Background: an optimization exercise with open tools, aiming at small area, a short achievable clock period and few clock cycles. Do not read the settings as production practice. No functional check of the RTL was part of this run. Power is estimated from default activity; no workload was simulated.

--- flow/config.mk ---
export PLATFORM = sky130hd
export DESIGN_NAME = top_set
export DESIGN_NICKNAME = top_set
export VERILOG_FILES = /design/flow/design.v
export SDC_FILE = /design/flow/constraint.sdc
export NUM_CORES = 4
export LEC_CHECK = 0
export CAP_MARGIN = 20
export CORE_MARGIN = 2
export CORE_UTILIZATION = 40
export SLEW_MARGIN = 20
--- flow/constraint.sdc ---
create_clock -name core_clock -period 7.0 [get_ports {clk}]
set_input_delay 1.4000 -clock core_clock [delete_from_list [all_inputs] [get_ports {clk}]]
set_output_delay 1.4000 -clock core_clock [all_outputs]
set_load 0.01 [all_outputs]
--- flow/design.v ---
`timescale 1ns/1ps 
module StreamController_1 (
  input  wire          ivalid,
  output wire          iready,
  output wire          ovalid,
  input  wire          oready,
  output wire          en_0,
  input  wire          clk,
  input  wire          resetn
);
  reg                 full_bit;
  assign iready = ((! full_bit) || oready);
  assign ovalid = full_bit;
  assign en_0 = (ivalid && ((! full_bit) || oready));
  always @(posedge clk or negedge resetn) begin
    if(!resetn) begin
      full_bit <= 1'b0;
    end else begin
      full_bit <= (ivalid || (full_bit && (! oready)));
    end
  end
endmodule
module plug_sc(
	input		ivalid,
	input		oready,
	input[3:0]	state,
	output reg	iready,
	output reg	ovalid
);
always@* begin
	case(state)
		'b0001: begin
			iready	= 'b1;
			ovalid	= 'b0;
		end
		'b0010: begin
			iready	= oready;
			ovalid	= ivalid;
		end
		'b0100: begin
			iready	= oready;
			ovalid	= 'b1;
		end
		default: begin
			iready	= 'b0;
			ovalid	= 'b0;
		end
	endcase
end
endmodule
module relu(
	input			clk,
	input			rst_n,
	input			en_1,
	input signed[7:0]	data_in,
	output reg[7:0]		data_out
);
always@(posedge clk or negedge rst_n)begin
	if(~rst_n) begin
		data_out	<= 'b0;
	end
	else begin
		if(en_1) begin
			if(data_in[7]) begin	 
				data_out	<= 'b0;
			end
			else begin		 
				data_out	<= data_in;
			end
		end
	end
end
endmodule
module ram8b #(
  parameter N = 64
)(
  input       clk,
  input       rst_n,
  input[10:0] a,     
  input[7:0]  d,     
  input       we,    
  input[10:0] dpra,  
  output[7:0] dpo    
);
  reg[8*(N+1)-1:0] mem;
  integer i;
  always @(posedge clk or negedge rst_n) begin
    if(~rst_n) begin
      mem <= 'b0;
    end
    else begin
      for(i = 0; i <= N; i = i + 1) begin
        if(we && (a == i)) mem[8*i +: 8] <= d;
      end
    end
  end
  assign dpo = (dpra <= N) ? mem[8*dpra +: 8] : 8'b0;
endmodule
module cntpix #(
	parameter N = 64
)(
	input			clk,
	input			rst_n,
	input			en_1,
	input			input_last,
	input			output_valid,
	input			output_ready,
	output reg[3:0]		state,
	output reg		output_last
);
reg[20:0]		cnt_pix;
reg			input_last_reg;
reg[3:0]		last_state;
always@(posedge clk or negedge rst_n) begin
	if(~rst_n) begin
		cnt_pix	<= 'd0;
	end
	else begin
		if(state[1] || state[0]) begin
			if(en_1) begin
				cnt_pix	<= cnt_pix + 'd1;
			end
		end
		else if(state[2]) begin
			cnt_pix	<= cnt_pix + 'd1;
		end
	end
end
always@* begin
	if(cnt_pix < (N + 2)) begin					 
		state	= 'b0001;
	end
	else if((cnt_pix >= (N + 2)) && (cnt_pix < ((N + 1) * N - 1))) begin	 
		state	= 'b0010;
	end
	else if((cnt_pix >= ((N + 1) * N - 1)) && (cnt_pix < ((N + 1) * N + 5))) begin	 
		state	= 'b0100;
	end
	else if(cnt_pix >= ((N + 1) * N + 5))begin				 
		state	= 'b1000;
	end
	else begin
		state	= 'b0000;
	end
end
always@(posedge clk or negedge rst_n) begin
	if(~rst_n) begin
		last_state	<= 'b0;
	end
	else begin
		last_state	<= state;
	end
end
always@(posedge clk or negedge rst_n) begin
	if(~rst_n) begin
		output_last	<= 'b0;
	end
	else begin
		if(output_last == 'b0) begin
			if((last_state == 'b0100) && (state == 'b1000)) begin
				output_last	<= 'b1;
			end
		end
		else begin
			if(output_valid && output_ready) begin
				output_last	<= 'b0;
			end
		end
	end
end
endmodule
module window #(
	parameter N = 64
)(
	input			clk,
	input			rst_n,
	input			en_1,
	input[3:0]		state,
	input[7:0]		pix_in,
	input[7:0]		ram1_rdata,
	input[7:0]		ram2_rdata,
	output[7:0]		ram1_wdata,
	output reg[10:0]	ram1_waddr,
	output reg[10:0]	ram1_raddr,
	output reg[7:0]		ram2_wdata,
	output[10:0]		ram2_waddr,
	output[10:0]		ram2_raddr,
	output			win_ram_wen,
	output reg[13:0]	pix_00,
	output reg[13:0]	pix_01,
	output reg[13:0]	pix_02,
	output reg[13:0]	pix_10,
	output reg[13:0]	pix_11,
	output reg[13:0]	pix_12,
	output reg[13:0]	pix_20,
	output reg[13:0]	pix_21,
	output reg[13:0]	pix_22,
	output reg		en_window,
	output			not_ready,
	output			not_valid
);
wire			write0;
reg[7:0]		ram1_rdata_dly1;
reg[7:0]		ram2_rdata_dly1;
assign write0 = (ram2_waddr == N) ? 'b1 : 'b0;
assign not_ready = write0;
assign not_valid = (ram2_raddr == 'd2) ? 'b1 : 'b0;
always@(posedge clk) begin
	ram1_rdata_dly1	<= ram1_rdata;
	ram2_rdata_dly1	<= ram2_rdata;
end
always@* begin
	case(state)
		'b0001:		en_window = en_1 || write0;
		'b0010:		en_window = en_1 || write0;
		'b0100:		en_window = 'b1;
		'b1000: 	en_window = 'b0;
		default:	en_window = 'b0;
	endcase
end
always@(posedge clk or negedge rst_n) begin
	if(~rst_n) begin
		pix_00	<= 'b0;
		pix_01	<= 'b0;
		pix_02	<= 'b0;
		pix_10	<= 'b0;
		pix_11	<= 'b0;
		pix_12	<= 'b0;
		pix_20	<= 'b0;
		pix_21	<= 'b0;
		pix_22	<= 'b0;
	end
	else begin
		if(en_window) begin
			pix_00	<= pix_01;
			pix_01	<= pix_02;
			pix_02	<= ram1_rdata_dly1;
			pix_10	<= pix_11;
			pix_11	<= pix_12;
			pix_12	<= ram2_rdata_dly1;
			pix_20	<= pix_21;
			pix_21	<= pix_22;
			pix_22	<= write0 ? 'b0 : pix_in;
		end
	end
end
always@(posedge clk or negedge rst_n) begin
	if(~rst_n) begin
		ram1_waddr	<= 'd0;
		ram1_raddr	<= 'd1;
	end
	else begin
		if(en_window) begin
			if(ram1_waddr < N) begin
				ram1_waddr	<= ram1_waddr + 1;
			end
			else begin
				ram1_waddr	<= 'b0;
			end
			if(ram1_raddr < N) begin
				ram1_raddr	<= ram1_raddr + 1;
			end
			else begin
				ram1_raddr	<= 'b0;
			end
		end
	end
end
assign ram1_wdata = ram2_rdata_dly1;
always@* begin
	if(state[0] || state[1]) begin
		if(~write0) begin
			ram2_wdata	= pix_in;
		end
		else begin
			ram2_wdata	= 'b0;
		end
	end
	else begin
		ram2_wdata	= 'b0;
	end
end
assign ram2_waddr = ram1_waddr;
assign ram2_raddr = ram1_raddr;
assign win_ram_wen = en_window;
endmodule
module conv(
	input			clk,
	input			rst_n,
	input			en_1,
	input			en_2,
	input			en_3,
	input			en_4,
	input			en_5,
	input[3:0]		state,
	input[7:0]		pix_00,		 
	input[7:0]		pix_01,
	input[7:0]		pix_02,
	input[7:0]		pix_10,
	input[7:0]		pix_11,
	input[7:0]		pix_12,
	input[7:0]		pix_20,
	input[7:0]		pix_21,
	input[7:0]		pix_22,
	input signed[7:0]	coe_00_in,	 
	input signed[7:0]	coe_01_in,
	input signed[7:0]	coe_02_in,
	input signed[7:0]	coe_10_in,
	input signed[7:0]	coe_11_in,
	input signed[7:0]	coe_12_in,
	input signed[7:0]	coe_20_in,
	input signed[7:0]	coe_21_in,
	input signed[7:0]	coe_22_in,
	output signed[7:0]	conv_out
);
reg signed[7:0]		coe_00;
reg signed[7:0]		coe_01;
reg signed[7:0]		coe_02;
reg signed[7:0]		coe_10;
reg signed[7:0]		coe_11;
reg signed[7:0]		coe_12;
reg signed[7:0]		coe_20;
reg signed[7:0]		coe_21;
reg signed[7:0]		coe_22;
reg signed[16:0]	prod00;
reg signed[16:0]	prod01;
reg signed[16:0]	prod02;
reg signed[16:0]	prod10;
reg signed[16:0]	prod11;
reg signed[16:0]	prod12;
reg signed[16:0]	prod20;
reg signed[16:0]	prod21;
reg signed[16:0]	prod22;
reg signed[20:0]	sum_temp200;
reg signed[20:0]	sum_temp122;
reg signed[20:0]	sum_temp121;
reg signed[20:0]	sum_temp112;
reg signed[20:0]	sum_temp111;
reg signed[20:0]	sum_temp20;
reg signed[20:0]	sum_temp12;
reg signed[20:0]	sum_temp11;
reg signed[20:0]	sum_temp2;
reg signed[20:0]	sum_temp1;
reg signed[20:0]	sum;
always@(posedge clk or negedge rst_n) begin
	if(~rst_n) begin
		coe_00	<= 'b0;
		coe_01	<= 'b0;
		coe_02	<= 'b0;
		coe_10	<= 'b0;
		coe_11	<= 'b0;
		coe_12	<= 'b0;
		coe_20	<= 'b0;
		coe_21	<= 'b0;
		coe_22	<= 'b0;
	end
	else begin
		coe_00	<= coe_00_in;
		coe_01	<= coe_01_in;
		coe_02	<= coe_02_in;
		coe_10	<= coe_10_in;
		coe_11	<= coe_11_in;
		coe_12	<= coe_12_in;
		coe_20	<= coe_20_in;
		coe_21	<= coe_21_in;
		coe_22	<= coe_22_in;
	end
end
always@(posedge clk or negedge rst_n) begin
	if(~rst_n) begin
		prod00		<= 'b0;
		prod01		<= 'b0;
		prod02		<= 'b0;
		prod10		<= 'b0;
		prod11		<= 'b0;
		prod12		<= 'b0;
		prod20		<= 'b0;
		prod21		<= 'b0;
		prod22		<= 'b0;
		sum		<= 'b0;
		sum_temp1	<= 'b0;
		sum_temp2	<= 'b0;
		sum_temp11	<= 'b0;
		sum_temp12	<= 'b0;
		sum_temp20	<= 'b0;
		sum_temp111	<= 'b0;
		sum_temp112	<= 'b0;
		sum_temp121	<= 'b0;
		sum_temp122	<= 'b0;
		sum_temp200	<= 'b0;
	end
	else begin
		if(en_1) begin
			prod00		<= $signed({1'b0, pix_00}) * coe_00;
			prod01		<= $signed({1'b0, pix_01}) * coe_01;
			prod02		<= $signed({1'b0, pix_02}) * coe_02;
			prod10		<= $signed({1'b0, pix_10}) * coe_10;
			prod11		<= $signed({1'b0, pix_11}) * coe_11;
			prod12		<= $signed({1'b0, pix_12}) * coe_12;
			prod20		<= $signed({1'b0, pix_20}) * coe_20;
			prod21		<= $signed({1'b0, pix_21}) * coe_21;
			prod22		<= $signed({1'b0, pix_22}) * coe_22;
		end
		if(en_5) begin
			sum		<= sum_temp1 + sum_temp2;
		end
		if(en_4) begin
			sum_temp1	<= sum_temp11 + sum_temp12;
			sum_temp2	<= sum_temp20;
		end
		if(en_3) begin
			sum_temp11	<= sum_temp111 + sum_temp112;
			sum_temp12	<= sum_temp121 + sum_temp122;
			sum_temp20	<= sum_temp200;
		end
		if(en_2) begin
			sum_temp111	<= prod00 + prod01;
			sum_temp112	<= prod02 + prod10;
			sum_temp121	<= prod11 + prod12;
			sum_temp122	<= prod20 + prod21;
			sum_temp200	<= prod22;
		end
	end
end
assign conv_out = $signed({sum[20], sum[13:7]});
endmodule
module top_set #(
	parameter N = 64	 
)(
	input			clk,
	input			rst_n,
	input[7:0]		input_axi_data,
	input			input_axi_keep,
	input			input_axi_last,
	input			input_axi_valid,
	input			output_axi_ready,
	input signed[7:0]	coe_00_in,
	input signed[7:0]	coe_01_in,
	input signed[7:0]	coe_02_in,
	input signed[7:0]	coe_10_in,
	input signed[7:0]	coe_11_in,
	input signed[7:0]	coe_12_in,
	input signed[7:0]	coe_20_in,
	input signed[7:0]	coe_21_in,
	input signed[7:0]	coe_22_in,
	output			input_axi_ready,
	output[7:0]		output_axi_data,
	output			output_axi_valid,
	output			output_axi_last,
	output			output_axi_keep,
	output			sc1_window_en
);
wire[3:0]		state;
wire[7:0]		win_ram1_rdata;
wire[7:0]		win_ram2_rdata;
wire[7:0]		win_ram1_wdata;
wire[10:0]		win_ram1_waddr;
wire[10:0]		win_ram1_raddr;
wire[7:0]		win_ram2_wdata;
wire[10:0]		win_ram2_waddr;
wire[10:0]		win_ram2_raddr;
wire[7:0]		pix_00;
wire[7:0]		pix_01;
wire[7:0]		pix_02;
wire[7:0]		pix_10;
wire[7:0]		pix_11;
wire[7:0]		pix_12;
wire[7:0]		pix_20;
wire[7:0]		pix_21;
wire[7:0]		pix_22;
wire[7:0]		conv_out;
assign output_axi_keep = 1;
cntpix #(.N(N))	u_cntpix(
	.clk		(clk			),
	.rst_n		(rst_n			),
	.en_1		(sc1_window_en		),
	.input_last	(input_axi_last		),
	.output_valid	(output_axi_valid	),
	.output_ready	(output_axi_ready	),
	.state		(state			),
	.output_last	(output_axi_last	)
);
StreamController_1	u1_sc_window(
	.ivalid		(input_axi_valid	),
	.iready		(input_axi_ready	),
	.ovalid		(sc1_window_ovalid	),
	.oready		(sc1_window_oready && (~win_not_ready)	),
	.en_0		(sc1_window_en		),
	.clk		(clk			),
	.resetn		(rst_n			)
);
plug_sc			u_plug_sc(
	.ivalid		(sc1_window_ovalid	),
	.oready		(sc1_conv_iready	),
	.state		(state			),
	.iready		(sc1_window_oready	),
	.ovalid		(sc1_conv_ivalid	)
);
window #(.N(N))	u_window(
	.clk		(clk			),
	.rst_n		(rst_n			),
	.en_1		(sc1_window_en		),
	.state		(state			),
	.pix_in		(input_axi_data		),
	.ram1_rdata	(win_ram1_rdata		),
	.ram2_rdata	(win_ram2_rdata		),
	.ram1_wdata	(win_ram1_wdata		),
	.ram1_waddr	(win_ram1_waddr		),
	.ram1_raddr	(win_ram1_raddr		),
	.ram2_wdata	(win_ram2_wdata		),
	.ram2_waddr	(win_ram2_waddr		),
	.ram2_raddr	(win_ram2_raddr		),
	.win_ram_wen	(win_ram_wen		),
	.pix_00		(pix_00			),
	.pix_01		(pix_01			),
	.pix_02		(pix_02			),
	.pix_10		(pix_10			),
	.pix_11		(pix_11			),
	.pix_12		(pix_12			),
	.pix_20		(pix_20			),
	.pix_21		(pix_21			),
	.pix_22		(pix_22			),
	.en_window	(en_window		),
	.not_ready	(win_not_ready		),
	.not_valid	(win_not_valid		)
);
ram8b #(.N(N))	u1_ram8b(
	.a		(win_ram1_waddr		),
	.d		(win_ram1_wdata		),
	.dpra		(win_ram1_raddr		),
	.clk		(clk			),
	.rst_n		(rst_n			),
	.we		(win_ram_wen		),
	.dpo		(win_ram1_rdata		)
);
ram8b #(.N(N))	u2_ram8b(
	.a		(win_ram2_waddr		),
	.d		(win_ram2_wdata		),
	.dpra		(win_ram2_raddr		),
	.clk		(clk			),
	.rst_n		(rst_n			),
	.we		(win_ram_wen		),
	.dpo		(win_ram2_rdata		)
);
StreamController_1	u1_sc_conv(
	.ivalid		(sc1_conv_ivalid && (~win_not_valid)	),
	.iready		(sc1_conv_iready	),
	.ovalid		(sc1_conv_ovalid	),
	.oready		(sc1_conv_oready	),
	.en_0		(sc1_conv_en		),
	.clk		(clk			),
	.resetn		(rst_n			)
);
StreamController_1	u2_sc_conv(
	.ivalid		(sc1_conv_ovalid	),
	.iready		(sc1_conv_oready	),
	.ovalid		(sc2_conv_ovalid	),
	.oready		(sc2_conv_oready	),
	.en_0		(sc2_conv_en		),
	.clk		(clk			),
	.resetn		(rst_n			)
);
StreamController_1	u3_sc_conv(
	.ivalid		(sc2_conv_ovalid	),
	.iready		(sc2_conv_oready	),
	.ovalid		(sc3_conv_ovalid	),
	.oready		(sc3_conv_oready	),
	.en_0		(sc3_conv_en		),
	.clk		(clk			),
	.resetn		(rst_n			)
);
StreamController_1	u4_sc_conv(
	.ivalid		(sc3_conv_ovalid	),
	.iready		(sc3_conv_oready	),
	.ovalid		(sc4_conv_ovalid	),
	.oready		(sc4_conv_oready	),
	.en_0		(sc4_conv_en		),
	.clk		(clk			),
	.resetn		(rst_n			)
);
StreamController_1	u5_sc_conv(
	.ivalid		(sc4_conv_ovalid	),
	.iready		(sc4_conv_oready	),
	.ovalid		(sc5_conv_ovalid	),
	.oready		(sc5_conv_oready	),
	.en_0		(sc5_conv_en		),
	.clk		(clk			),
	.resetn		(rst_n			)
);
conv			u_conv(
	.clk		(clk			),
	.rst_n		(rst_n			),
	.en_1		(sc1_conv_en		),
	.en_2		(sc2_conv_en		),
	.en_3		(sc3_conv_en		),
	.en_4		(sc4_conv_en		),
	.en_5		(sc5_conv_en		),
	.state		(state			),
	.pix_00		(pix_00			),
	.pix_01		(pix_01			),
	.pix_02		(pix_02			),
	.pix_10		(pix_10			),
	.pix_11		(pix_11			),
	.pix_12		(pix_12			),
	.pix_20		(pix_20			),
	.pix_21		(pix_21			),
	.pix_22		(pix_22			),
	.coe_00_in	(coe_00_in		),
	.coe_01_in	(coe_01_in		),
	.coe_02_in	(coe_02_in		),
	.coe_10_in	(coe_10_in		),
	.coe_11_in	(coe_11_in		),
	.coe_12_in	(coe_12_in		),
	.coe_20_in	(coe_20_in		),
	.coe_21_in	(coe_21_in		),
	.coe_22_in	(coe_22_in		),
	.conv_out	(conv_out		)
);
StreamController_1	u1_sc_relu(
	.ivalid		(sc5_conv_ovalid	),
	.iready		(sc5_conv_oready	),
	.ovalid		(output_axi_valid	),
	.oready		(output_axi_ready	),
	.en_0		(sc1_relu_en		),
	.clk		(clk			),
	.resetn		(rst_n			)
);
relu			u_relu(
	.clk		(clk			),
	.rst_n		(rst_n			),
	.en_1		(sc1_relu_en		),
	.data_in	(conv_out		),
	.data_out	(output_axi_data	)
);
endmodule
--- flow/run.sh ---
#!/bin/bash
# synth_recipe.tcl (not shown) runs the flow's synth.tcl, then flattens the netlist and writes it again
# the make line also repeats each setting of config.mk as NAME=value (left out here)
make -C /OpenROAD-flow-scripts/flow DESIGN_CONFIG=/design/flow/config.mk WORK_HOME=/design/flow/orfs CLKGATE_MAP_FILE= SYNTH_SCRIPT=/design/flow/synth_recipe.tcl finish
==> flow_summary.ini <==
[min_path]
hold_class = register to register
whs_path_depth = 0
holdPathEnd = u_cntpix.cnt_pix[14]
hp-start = u_cntpix.cnt_pix[14]

[clocking]
clock_path_buffers = 3
cts.htree.levels = 4
cts_sinks = 1609
root_buffer = clkbuf_16
hold_buffers = 0
cts-buffers-inserted = 178
post_cts_resized = 0
cts_tree = built
clk_latency_ps = 850
cts_setup_buffers = 0
clkTransAtPathRegs_ps = 50

[detailed_routing]
top_layer = met5
dr_wl_met3_mm = 9.38
ant_nets = 0
drtPass1Iterations = 7
wl_met1_mm = 101
vias_per_cell = 5.34
dr_wl_met2_mm = 114
first_iter_violations = 3706
drc = 0
wl_per_cell_um = 20.7
drt-total-wl_mm = 234
vias = 60400

[place]
dpl-instance-area_mm2 = 0.0964
gp_congestion = 0.858
hpwlAfterDp_mm = 162
place_inst = 11000
port_buffers = 94
place_ws_ps = 1480

[power_and_ir_drop]
comb_power_share = 0.025
power_density_mw_per_mm2 = 192
p_total_mw = 19.7
sw_frac_of_total = 0.226
ir_drop_uv = 261
p_clk_frac = 0.499
seq_power_share = 0.476
p_leak_nw = 49.6
internal-power_mw = 15.3
power.switching_mw = 4.45

[global_route]
grt_pass1_vias = 62800
grt_pass1_wl_mm = 371
grt_antenna_before_repair = 7
grt_use_total = 0.200
grt_overflow_total = 0
grt_start_max_net_pins = 233

[floorplan]
start_util = 0.403
rows = 176
fp.dieH_um = 486
die_w_um = 486
dieArea_mm2 = 0.236
io-pin-count = 99
coreArea_mm2 = 0.230

[status]
status = timing/DRC/antenna clean

[sta]
fin_crit_sh = 0.794
fmax_mhz = 180
drv_slew = 0
finalSetupViolations = 0
worst-slew-pin-transition_ps = 1150
finalClockSkew_ps = 59.7
tns_ps = 0
hold-worst-slack_ps = 370
grt_setup_unrepaired = no
finalCriticalPeriod_ps = 5560
fin_ws_ps = 1440
hold_viol = 0
maxSlewHeadroom = 0.236

[synth]
dominantRegCellSynth = dfrtp_1
syn-num-nets = 9223
synthTopCellsByCount = 1,592 x dfrtp_1, 1,440 x nand2_1, 708 x o21ai_0
synth-seq-area-share = 0.433
synth_area_per_cell_um2 = 11.2
yosysMostFrequentCell = dfrtp_1
synth_top_cell_area_share = 0.429
synth_warnings = 40
async_flop_share = 0.990
synth_top_area_cell = dfrtp_1
synth_enable_flop_cells = 0
synth_area_mm2 = 0.0928
ys_types = 80
syn-instance-count = 8258
synth-seq-cells = 1609
ys_top_cells_by_area = dfrtp_1 43%, mux4_2 8.2%, fa_1 7.3%

[worst_setup_path]
r2r_cells = 15
crit_slowest_cell = a31oi_1
crit_arrival_ps = 4160
path_class = primary input to output port
max_stage_delay_ps = 500
end_kind = output port
r2r-start = u_window.pix_01[5]
worstSetupStartpointType = primary input
r2r_slack_ps = 1880
cp.required_ps = 5600
timing.rr.end = u_conv.prod01[16]
cp_common_cell = clkdlybuf4s50_1
cp_max_fo = 6
crit_path_cell_trace = clkdlybuf4s50_1 -> and4b_1 -> nand4_1 -> a31oi_1 -> o31ai_1 -> and2_1 -> clkdlybuf4s50_1

[run]
maxCapViolCount = 0

[finish]
post_layout_nonfiller_instances = 11300
drive_above_1_share = 0.176
post-route-cell-area_mm2 = 0.103
final_util = 0.446
syn_to_final_growth_pct = 10.7
nets = 9093
## routing by layer
layer | GRT usage | vias to the layer above
li1 | - | 27900
met1 | 0.264 | 31000
met2 | 0.338 | 1169
met3 | 0.0263 | 349
met4 | 0.0738 | 6
met5 | 0 | -
## sequential cells by signal, summed over array words and instances (netlist names), 17 cells and up
name                count
u1_ram8b.mem          520
u2_ram8b.mem          520
u_cntpix.cnt_pix       21
u_conv.sum_temp11      21
u_conv.sum_temp12      21
u_conv.sum_temp1       21
u_conv.sum_temp111     18
u_conv.sum_temp112     18
u_conv.sum_temp121     18
u_conv.sum_temp122     18
u_conv.prod00          17
u_conv.prod01          17
u_conv.prod02          17
u_conv.prod10          17
u_conv.prod11          17
u_conv.prod12          17
u_conv.prod20          17
u_conv.prod21          17
u_conv.prod22          17
u_conv.sum_temp200     17
u_conv.sum_temp20      17
u_conv.sum_temp2       17
## worst max-delay path by stage
stage	startpoint	endpoint	slack [ps]	depth (start not counted)
2_1_floorplan	u_window.pix_22[7]	u_conv.prod22[16]	2680	17
3_3_place_gp	output_axi_ready	sc1_window_en	1500	7
3_5_place_dp	output_axi_ready	sc1_window_en	1480	7
4_1_cts	output_axi_ready	sc1_window_en	1470	7
5_1_grt	output_axi_ready	sc1_window_en	1370	7
6_report	output_axi_ready	sc1_window_en	1440	7
## critical path, delay by kind of cell
| family | cells | cell delay (ps) |
|---|---|---|
| AND/OR/NAND/NOR | 3 | 1100 |
| buffers and inverters | 2 | 930 |
| AO/OA/AOI/OAI | 2 | 720 |
## cell families after synthesis
kind of cell,share of synthesized area
AO/OA/AOI/OAI,0.0709
adder cells (fa/ha/maj),0.146
AND/OR/NAND/NOR,0.118
XOR/XNOR,0.0181
multiplexers,0.166
other,0.0000809
flip-flops,0.433
buffers and inverters,0.0482
## cell type report
| cell class | instances | area [um^2] |
|---|---|---|
| clock inverter | 72 | 981 |
| sequential | 1609 | 40200 |
| tap | 3026 | 3790 |
| antenna | 1 | 2.50 |
| fill | 21100 | 128000 |
| clock buffer | 262 | 5260 |
| multi-input combinational | 5575 | 48300 |
| timing repair buffer | 224 | 2180 |
| inverter | 540 | 2030 |
## power groups by stage
stage	Clock [mW]	Sequential, mW	Combinational (mW)
6_report	9.83	9.39	0.490
5_1_grt	10.4	9.38	0.570
4_1_cts	10.0	9.39	0.509
3_5_place_dp	0	9.56	0.505
3_3_place_gp	0	9.56	0.493
2_1_floorplan	0	9.52	0.180
## cell usage in the layout, fill, tap and decap left out, types with 93 or more instances in the layout
| cell type | netlist | final |
|---|---|---|
| mux2_4 | 152 | 152 |
| clkdlybuf4s50_1 | 0 | 93 |
| nor2_1 | 124 | 123 |
| dfrtp_1 | 1592 | 1589 |
| xnor2_1 | 103 | 103 |
| ha_1 | 539 | 539 |
| nand2b_1 | 100 | 98 |
| fa_1 | 340 | 340 |
| a21oi_1 | 122 | 121 |
| nand3_1 | 102 | 94 |
| clkbuf_16 | 0 | 181 |
| and2_1 | 321 | 320 |
| buf_4 | 6 | 112 |
| mux2_2 | 483 | 483 |
| o21ai_0 | 708 | 707 |
| mux4_2 | 336 | 336 |
| inv_1 | 540 | 540 |
| nand2_1 | 1440 | 1438 |

[afterwards: timing with drivers on the ports]
No port has a modelled driver above. Below, the same layout with a new extraction and two added sets of constraints. Step 1: set_driving_cell puts a clkbuf_16 on clk and a buf_2 on each other input, an assumption about the parent block. Step 2 adds t to the input delays and takes it off the output delays; t is the mean of the earliest and latest rising clock arrival at the registers after step 1. Input paths then give back, and output paths get back, about the clock's delay inside the block. Slacks: ideal ports / drivers / drivers and shift; pairs: ideal ports / drivers.
t, ns: 0.908
setup WS [ns]: 1.443 / 1.394 / 1.394
hold slack, ns: 0.370 / 0.370 / 0.370
worst setup path after step 2: input to output
cell pins on the clock port's net: 1
After both steps this run still meets setup and hold. The setup slack of this run moves by -0.049 ns with the drivers and by -0.049 ns with both steps.
